This is an optimization exercise on Yosys and OpenROAD, whose aim is small area, a short achievable clock period and few clock cycles per item, not a production implementation. At most, simulation tests tie the RTL to the original design; equivalence was not proved.

==> inputs of run a <==
==> flow/design.v <==
module ev_142_3(input [141:0] a, output [482:0] e);
  wire [70:0] as = a[70:0] ^ { a[141:71]};
  wire [160:0] e0, e1; wire [160:0] e2;
  ev_71_2 v0(a[70:0], e0);
  ev_71_2 v2(a[141:71], e2);
  ev_71_2 v1(as, e1);
  assign e = {e1, e2, e0};
endmodule
module ev_35_1(input [34:0] a, output [52:0] e);
  wire [17:0] as = a[17:0] ^ {1'b0, a[34:18]};
  assign e = {as, a[34:18], a[17:0]};
endmodule
module ev_36_1(input [35:0] a, output [53:0] e);
  wire [17:0] as = a[17:0] ^ { a[35:18]};
  assign e = {as, a[35:18], a[17:0]};
endmodule
module ev_71_2(input [70:0] a, output [160:0] e);
  wire [35:0] as = a[35:0] ^ {1'b0, a[70:36]};
  wire [53:0] e0, e1; wire [52:0] e2;
  ev_36_1 v0(a[35:0], e0);
  ev_35_1 v2(a[70:36], e2);
  ev_36_1 v1(as, e1);
  assign e = {e1, e2, e0};
endmodule
module ip_142_3(input [482:0] a, input [482:0] b, output [282:0] p);
  wire [140:0] p0, p1; wire [140:0] p2;
  ip_71_2 u0(a[160:0], b[160:0], p0);
  ip_71_2 u2(a[321:161], b[321:161], p2);
  ip_71_2 u1(a[482:322], b[482:322], p1);
  wire [282:0] t1 = {142'b0, p0} ^ ({142'b0, p0} << 71);
  wire [282:0] t2 = {142'b0, p1 ^ p2} << 71;
  wire [282:0] t3 = {p2, 142'b0};
  assign p = (t1 ^ t3) ^ t2;
endmodule
module ip_35_1(input [52:0] a, input [52:0] b, output [68:0] p);
  wire [34:0] p0, p1; wire [32:0] p2;
  kmul_18 u0(a[17:0], b[17:0], p0);
  kmul_17 u2(a[34:18], b[34:18], p2);
  kmul_18 u1(a[52:35], b[52:35], p1);
  wire [68:0] t1 = {34'b0, p0} ^ ({34'b0, p0} << 18);
  wire [68:0] t2 = {34'b0, p1 ^ {2'b0, p2}} << 18;
  wire [68:0] t3 = {p2, 36'b0};
  assign p = (t1 ^ t3) ^ t2;
endmodule
module ip_36_1(input [53:0] a, input [53:0] b, output [70:0] p);
  wire [34:0] p0, p1; wire [34:0] p2;
  kmul_18 u0(a[17:0], b[17:0], p0);
  kmul_18 u2(a[35:18], b[35:18], p2);
  kmul_18 u1(a[53:36], b[53:36], p1);
  wire [70:0] t1 = {36'b0, p0} ^ ({36'b0, p0} << 18);
  wire [70:0] t2 = {36'b0, p1 ^ p2} << 18;
  wire [70:0] t3 = {p2, 36'b0};
  assign p = (t1 ^ t3) ^ t2;
endmodule
module ip_71_2(input [160:0] a, input [160:0] b, output [140:0] p);
  wire [70:0] p0, p1; wire [68:0] p2;
  ip_36_1 u0(a[53:0], b[53:0], p0);
  ip_35_1 u2(a[106:54], b[106:54], p2);
  ip_36_1 u1(a[160:107], b[160:107], p1);
  wire [140:0] t1 = {70'b0, p0} ^ ({70'b0, p0} << 36);
  wire [140:0] t2 = {70'b0, p1 ^ {2'b0, p2}} << 36;
  wire [140:0] t3 = {p2, 72'b0};
  assign p = (t1 ^ t3) ^ t2;
endmodule
module kmul_17(input [16:0] a, input [16:0] b, output [32:0] p);
  wire [16:0] p0, p1; wire [14:0] p2;
  wire [8:0] as = a[8:0] ^ {1'b0, a[16:9]};
  wire [8:0] bs = b[8:0] ^ {1'b0, b[16:9]};
  sbm_9 u0(a[8:0], b[8:0], p0);
  sbm_8 u2(a[16:9], b[16:9], p2);
  sbm_9 u1(as, bs, p1);
  wire [32:0] q = {16'b0, p0} ^ ({18'b0, p2} << 9);
  wire [32:0] s = q ^ (q << 9);
  assign p = s ^ ({16'b0, p1} << 9);
endmodule
module kmul_18(input [17:0] a, input [17:0] b, output [34:0] p);
  wire [16:0] p0, p1; wire [16:0] p2;
  wire [8:0] as = a[8:0] ^ { a[17:9]};
  wire [8:0] bs = b[8:0] ^ { b[17:9]};
  sbm_9 u0(a[8:0], b[8:0], p0);
  sbm_9 u2(a[17:9], b[17:9], p2);
  sbm_9 u1(as, bs, p1);
  wire [34:0] q = {18'b0, p0} ^ ({18'b0, p2} << 9);
  wire [34:0] s = q ^ (q << 9);
  assign p = s ^ ({18'b0, p1} << 9);
endmodule
module sbm_8(input [7:0] a, input [7:0] b, output [14:0] p);
  assign p[0] = ^{a[0]&b[0]};
  assign p[1] = ^{a[0]&b[1], a[1]&b[0]};
  assign p[2] = ^{a[0]&b[2], a[1]&b[1], a[2]&b[0]};
  assign p[3] = ^{a[0]&b[3], a[1]&b[2], a[2]&b[1], a[3]&b[0]};
  assign p[4] = ^{a[0]&b[4], a[1]&b[3], a[2]&b[2], a[3]&b[1], a[4]&b[0]};
  assign p[5] = ^{a[0]&b[5], a[1]&b[4], a[2]&b[3], a[3]&b[2], a[4]&b[1], a[5]&b[0]};
  assign p[6] = ^{a[0]&b[6], a[1]&b[5], a[2]&b[4], a[3]&b[3], a[4]&b[2], a[5]&b[1], a[6]&b[0]};
  assign p[7] = ^{a[0]&b[7], a[1]&b[6], a[2]&b[5], a[3]&b[4], a[4]&b[3], a[5]&b[2], a[6]&b[1], a[7]&b[0]};
  assign p[8] = ^{a[1]&b[7], a[2]&b[6], a[3]&b[5], a[4]&b[4], a[5]&b[3], a[6]&b[2], a[7]&b[1]};
  assign p[9] = ^{a[2]&b[7], a[3]&b[6], a[4]&b[5], a[5]&b[4], a[6]&b[3], a[7]&b[2]};
  assign p[10] = ^{a[3]&b[7], a[4]&b[6], a[5]&b[5], a[6]&b[4], a[7]&b[3]};
  assign p[11] = ^{a[4]&b[7], a[5]&b[6], a[6]&b[5], a[7]&b[4]};
  assign p[12] = ^{a[5]&b[7], a[6]&b[6], a[7]&b[5]};
  assign p[13] = ^{a[6]&b[7], a[7]&b[6]};
  assign p[14] = ^{a[7]&b[7]};
endmodule
module sbm_9(input [8:0] a, input [8:0] b, output [16:0] p);
  assign p[0] = ^{a[0]&b[0]};
  assign p[1] = ^{a[0]&b[1], a[1]&b[0]};
  assign p[2] = ^{a[0]&b[2], a[1]&b[1], a[2]&b[0]};
  assign p[3] = ^{a[0]&b[3], a[1]&b[2], a[2]&b[1], a[3]&b[0]};
  assign p[4] = ^{a[0]&b[4], a[1]&b[3], a[2]&b[2], a[3]&b[1], a[4]&b[0]};
  assign p[5] = ^{a[0]&b[5], a[1]&b[4], a[2]&b[3], a[3]&b[2], a[4]&b[1], a[5]&b[0]};
  assign p[6] = ^{a[0]&b[6], a[1]&b[5], a[2]&b[4], a[3]&b[3], a[4]&b[2], a[5]&b[1], a[6]&b[0]};
  assign p[7] = ^{a[0]&b[7], a[1]&b[6], a[2]&b[5], a[3]&b[4], a[4]&b[3], a[5]&b[2], a[6]&b[1], a[7]&b[0]};
  assign p[8] = ^{a[0]&b[8], a[1]&b[7], a[2]&b[6], a[3]&b[5], a[4]&b[4], a[5]&b[3], a[6]&b[2], a[7]&b[1], a[8]&b[0]};
  assign p[9] = ^{a[1]&b[8], a[2]&b[7], a[3]&b[6], a[4]&b[5], a[5]&b[4], a[6]&b[3], a[7]&b[2], a[8]&b[1]};
  assign p[10] = ^{a[2]&b[8], a[3]&b[7], a[4]&b[6], a[5]&b[5], a[6]&b[4], a[7]&b[3], a[8]&b[2]};
  assign p[11] = ^{a[3]&b[8], a[4]&b[7], a[5]&b[6], a[6]&b[5], a[7]&b[4], a[8]&b[3]};
  assign p[12] = ^{a[4]&b[8], a[5]&b[7], a[6]&b[6], a[7]&b[5], a[8]&b[4]};
  assign p[13] = ^{a[5]&b[8], a[6]&b[7], a[7]&b[6], a[8]&b[5]};
  assign p[14] = ^{a[6]&b[8], a[7]&b[7], a[8]&b[6]};
  assign p[15] = ^{a[7]&b[8], a[8]&b[7]};
  assign p[16] = ^{a[8]&b[8]};
endmodule
module SeqMul_70(clk, reset, U0, U1, U2, U3, V0, V1, V2, V3, W, done);
    input clk, reset;
    input [70:0] U0, U1, U2, U3;
    input [70:0] V0, V1, V2, V3;
    output [567:0] W;
    output reg done;
    wire [141:0] a0 = {U2, U3}, a1 = {U0, U1};
    wire [141:0] b0 = {V2, V3}, b1 = {V0, V1};
    reg s0, s1, s2, s3, rs;
    wire [141:0] ma = s1 ? a1 : s2 ? a0 ^ a1 : a0;
    wire [141:0] mb = s1 ? b1 : s2 ? b0 ^ b1 : b0;
    wire [482:0] ea, eb;
    ev_142_3 eva(ma, ea);
    ev_142_3 evb(mb, eb);
    reg [482:0] xa, xb;
    always @(posedge clk) begin
        xa <= ea;
        xb <= eb;
    end
    wire [282:0] p;
    ip_142_3 core(xa, xb, p);
    reg [566:0] w;
    reg [140:0] hp, lp;
    wire [140:0] hl = hp ^ lp;
    wire [282:0] pre = {hl ^ w[566:426], w[425] ^ w[141], hl ^ w[140:0]};
    always @(posedge clk) begin
        if (s1) w[141:0] <= p[141:0];
        if (s1) hp <= p[282:142];
        lp <= p[140:0];
        if (s2) w[566:425] <= p[282:141];
        if (s3) w[424:142] <= pre ^ p;
        rs <= reset;
        if (reset) begin
            s0 <= rs | s1 | s2;
            s1 <= !(rs | s1 | s2);
            s2 <= 1'b0;
            s3 <= 1'b0;
            done <= 1'b0;
        end else begin
            s0 <= 1'b0;
            s1 <= s0;
            s2 <= s1;
            s3 <= s2;
            if (s3) done <= 1'b1;
        end
    end
    assign W = {w, 1'b0};
endmodule
==> flow/flow/run.sh <==
#!/bin/bash
# Own flow: the standard layout (standard.sh, ORFS), with these changes:
#  - synthesis and repair may not use the 3-input XOR/XNOR cells (slow in this
#    XOR-heavy design; two 2-input cells are smaller and faster),
#  - the port buffers are buf_2 cells instead of ORFS's default choice,
#  - before the post-placement repair_design, a max-fanout limit (flow/fanout.tcl)
#    so that high-fanout nets get proper buffer trees,
set -euo pipefail
here=$(pwd)
du=$(make -s -C "$FLOW_HOME" DESIGN_CONFIG="$here/config.mk" WORK_HOME="$here/orfs" print-DONT_USE_CELLS 2>/dev/null | sed -n 's/^DONT_USE_CELLS: //p')
[[ -n "$du" ]] || { echo "could not read DONT_USE_CELLS" >&2; exit 1; }
for c in xor3 xnor3; do for s in 1 2 4; do du="$du sky130_fd_sc_hd__${c}_$s"; done; done
margin=$(cat flow/margin 2>/dev/null || echo 6)
extra=()
if [[ -f flow/extra ]]; then while read -r line; do [[ -n "$line" ]] && extra+=("$line"); done < flow/extra; fi
bash standard.sh "DONT_USE_CELLS=$du" "BUFFER_PORTS_ARGS=-buffer_cell sky130_fd_sc_hd__buf_2" \
  "SETUP_SLACK_MARGIN=$margin" "PRE_RESIZE_TCL=$here/flow/fanout.tcl" "${extra[@]}" finish > standard.log 2>&1
==> flow/flow/fanout.tcl <==
# Before repair_design after placement: limit fanout so that high-fanout nets
# (the operand-select nets) are buffered as trees.
set_max_fanout 16 [current_design]
==> flow/flow/margin <==
6
==> flow/standard.sh <==
#!/bin/bash
# synth_recipe.tcl (not shown) runs the flow's synth.tcl, then flattens the netlist and writes it again
# the make line also repeats each setting of config.mk as NAME=value (left out here)
make -C /OpenROAD-flow-scripts/flow DESIGN_CONFIG=/design/flow/config.mk WORK_HOME=/design/flow/orfs CLKGATE_MAP_FILE= SYNTH_SCRIPT=/design/flow/synth_recipe.tcl "${@:-finish}"
==> flow/config.mk <==
export PLATFORM = sky130hd
export DESIGN_NAME = SeqMul_70
export DESIGN_NICKNAME = SeqMul_70
export VERILOG_FILES = /design/flow/design.v
export SDC_FILE = /design/flow/constraint.sdc
export NUM_CORES = 8
export LEC_CHECK = 0
export CAP_MARGIN = 20
export CELL_PAD_IN_SITES_DETAIL_PLACEMENT = 1
export CELL_PAD_IN_SITES_GLOBAL_PLACEMENT = 1
export CORE_MARGIN = 2
export CORE_UTILIZATION = 40
export CTS_CLUSTER_DIAMETER = 80
export CTS_CLUSTER_SIZE = 30
export PLACE_DENSITY = 0.5
export SLEW_MARGIN = 20
==> flow/constraint.sdc <==
create_clock -name core_clock -period 10.0 [get_ports {clk}]
set_input_delay 2.0000 -clock core_clock [delete_from_list [all_inputs] [get_ports {clk}]]
set_output_delay 2.0000 -clock core_clock [all_outputs]
set_load 0.01 [all_outputs]
==> run b: changes against run a <==
==> flow/design.v, changed modules only <==
module SeqMul_70(clk, reset, U0, U1, U2, U3, V0, V1, V2, V3, W, done);
    input clk, reset;
    input [70:0] U0, U1, U2, U3;
    input [70:0] V0, V1, V2, V3;
    output [567:0] W;
    output reg done;
    wire [141:0] a0 = {U2, U3}, a1 = {U0, U1};
    wire [141:0] b0 = {V2, V3}, b1 = {V0, V1};
    reg s1, s2, s3;
    wire [141:0] ma = reset ? a0 : s1 ? a1 : a0 ^ a1;
    wire [141:0] mb = reset ? b0 : s1 ? b1 : b0 ^ b1;
    wire [482:0] ea, eb;
    ev_142_3 eva(ma, ea);
    ev_142_3 evb(mb, eb);
    reg [482:0] xa, xb;
    always @(posedge clk) begin
        xa <= ea;
        xb <= eb;
    end
    wire [282:0] p;
    ip_142_3 core(xa, xb, p);
    reg [282:0] r0, r1, r2;
    always @(posedge clk) begin
        if (s1) r0 <= p;
        if (s2) r2 <= p;
        if (s3) r1 <= p;
        if (reset) begin
            s1 <= 1'b1;
            s2 <= 1'b0;
            s3 <= 1'b0;
            done <= 1'b0;
        end else begin
            s1 <= 1'b0;
            s2 <= s1;
            s3 <= s2;
            if (s3) done <= 1'b1;
        end
    end
    wire [566:0] q = {284'b0, r0} ^ ({284'b0, r2} << 142);
    wire [566:0] s = q ^ (q << 142);
    wire [566:0] w = s ^ ({284'b0, r1} << 142);
    assign W = {w, 1'b0};
endmodule
==> flow/run.sh (new file) <==
#!/bin/bash
# synth_recipe.tcl (not shown) runs the flow's synth.tcl, then flattens the netlist and writes it again
# the make line also repeats each setting of config.mk as NAME=value (left out here)
make -C /OpenROAD-flow-scripts/flow DESIGN_CONFIG=/design/flow/config.mk WORK_HOME=/design/flow/orfs CLKGATE_MAP_FILE= SYNTH_SCRIPT=/design/flow/synth_recipe.tcl finish
- CELL_PAD_IN_SITES_DETAIL_PLACEMENT: 1 -> 2
- CELL_PAD_IN_SITES_GLOBAL_PLACEMENT: 1 -> 2
- CORE_UTILIZATION: 40 -> 30
- CTS_CLUSTER_DIAMETER: 80 -> default
- CTS_CLUSTER_SIZE: 30 -> default
- PLACE_DENSITY: 0.5 -> 0.35
- SETUP_SLACK_MARGIN: default -> 5
removed: flow/flow/run.sh
removed: flow/flow/fanout.tcl
removed: flow/flow/margin
removed: flow/standard.sh
==> notes <==
- In run b the global-route usage is lower than in run a, by 2.1 points.
- Of run b and run a, run a has the higher worst setup slack (gap 0.79 ns).
- Against run b, the flip-flop and latch count of run a is higher by 2.
- Against run b, the maximum frequency of run a is higher by about 18%.
- Against run b, the routed wire length of run a is lower by about 23%.
- Synthesized area: run b is higher than run a (about 5%).
- Sequential share of layout area: run b is higher than run a (0.65 points).
- Of run a and run b, run a has the higher register-to-register slack (gap 0.79 ns).
- Of run a and run b, run a has the higher critical path depth (gap 2).
==> figures <==
|  | run b | run a |
|---|---|---|
| Status | timing/DRC/antenna clean | timing/DRC/antenna clean |
| Horizontal extent of the die | 769 um | 651 um |
| Combined flip-flop and latch cell area | 45000 sq um | 44600 sq um |
| Maximum number of pins on one net before global-route repair | 161 | 32 |
| NumNets Final | 21100 | 22600 |
| Violation count after the first detailed-routing iteration | 18500 | 16600 |
| First-pass GRT wire length | 1580 mm | 1250 mm |
| Area of the placeable core | 582000 sq um | 417000 sq um |
| Critical path arrival | 5.87 ns | 5.12 ns |
| Chip Height | 769 um | 651 um |
| Number of flops mapped to enable cells by yosys | 849 | 708 |
| Sequential cell area fraction in the yosys report | 25.5% | 25.9% |
| Mux contribution to synthesized area | 0.360% | 0.424% |
| Global placement routability congestion | 1.00 | 1.03 |
| Buffers inserted during post-CTS setup optimization | 12 | 121 |
| Slowest cell delay on critical path | 1.02 ns | 0.99 ns |
| Tap cell instance count | 7755 | 5497 |
| Met3 WL | 106 mm | 89.1 mm |
| Fraction of final layout cells sized beyond drive strength 1 | 11.8% | 26.1% |
Testbench counts of run a, summed over its fixed seeds: cycles 648, items 160.
No functional check of the RTL was part of run b.

port drivers added, routing unchanged:
No port has a modelled driver above. Below, the same layouts with a new extraction and two added sets of constraints. Step 1 assumes that a clkbuf_16 drives the clock port and a buf_2 every other input. Step 2 moves the port delays by t, midway between the first and last clock arrival at a register: inputs arrive t later, outputs are due t later. That takes back most of the time a late clock gives input paths. Slacks: no drivers / after step 1 / after step 2; pairs: no drivers / after step 1.
| run | t (ns) | slack for setup (ns) | worst setup path at the end |
|---|---|---|---|
| run a | 1.075 | 5.592 / 5.592 / 5.532 | input to register |
| run b | 1.114 | 4.797 / 4.797 / 3.992 | input to register |
After both steps setup and hold are still met in every run listed. The setup slack of run b, which loses most, moves by 0.000 ns with the drivers and by -0.805 ns with both steps.
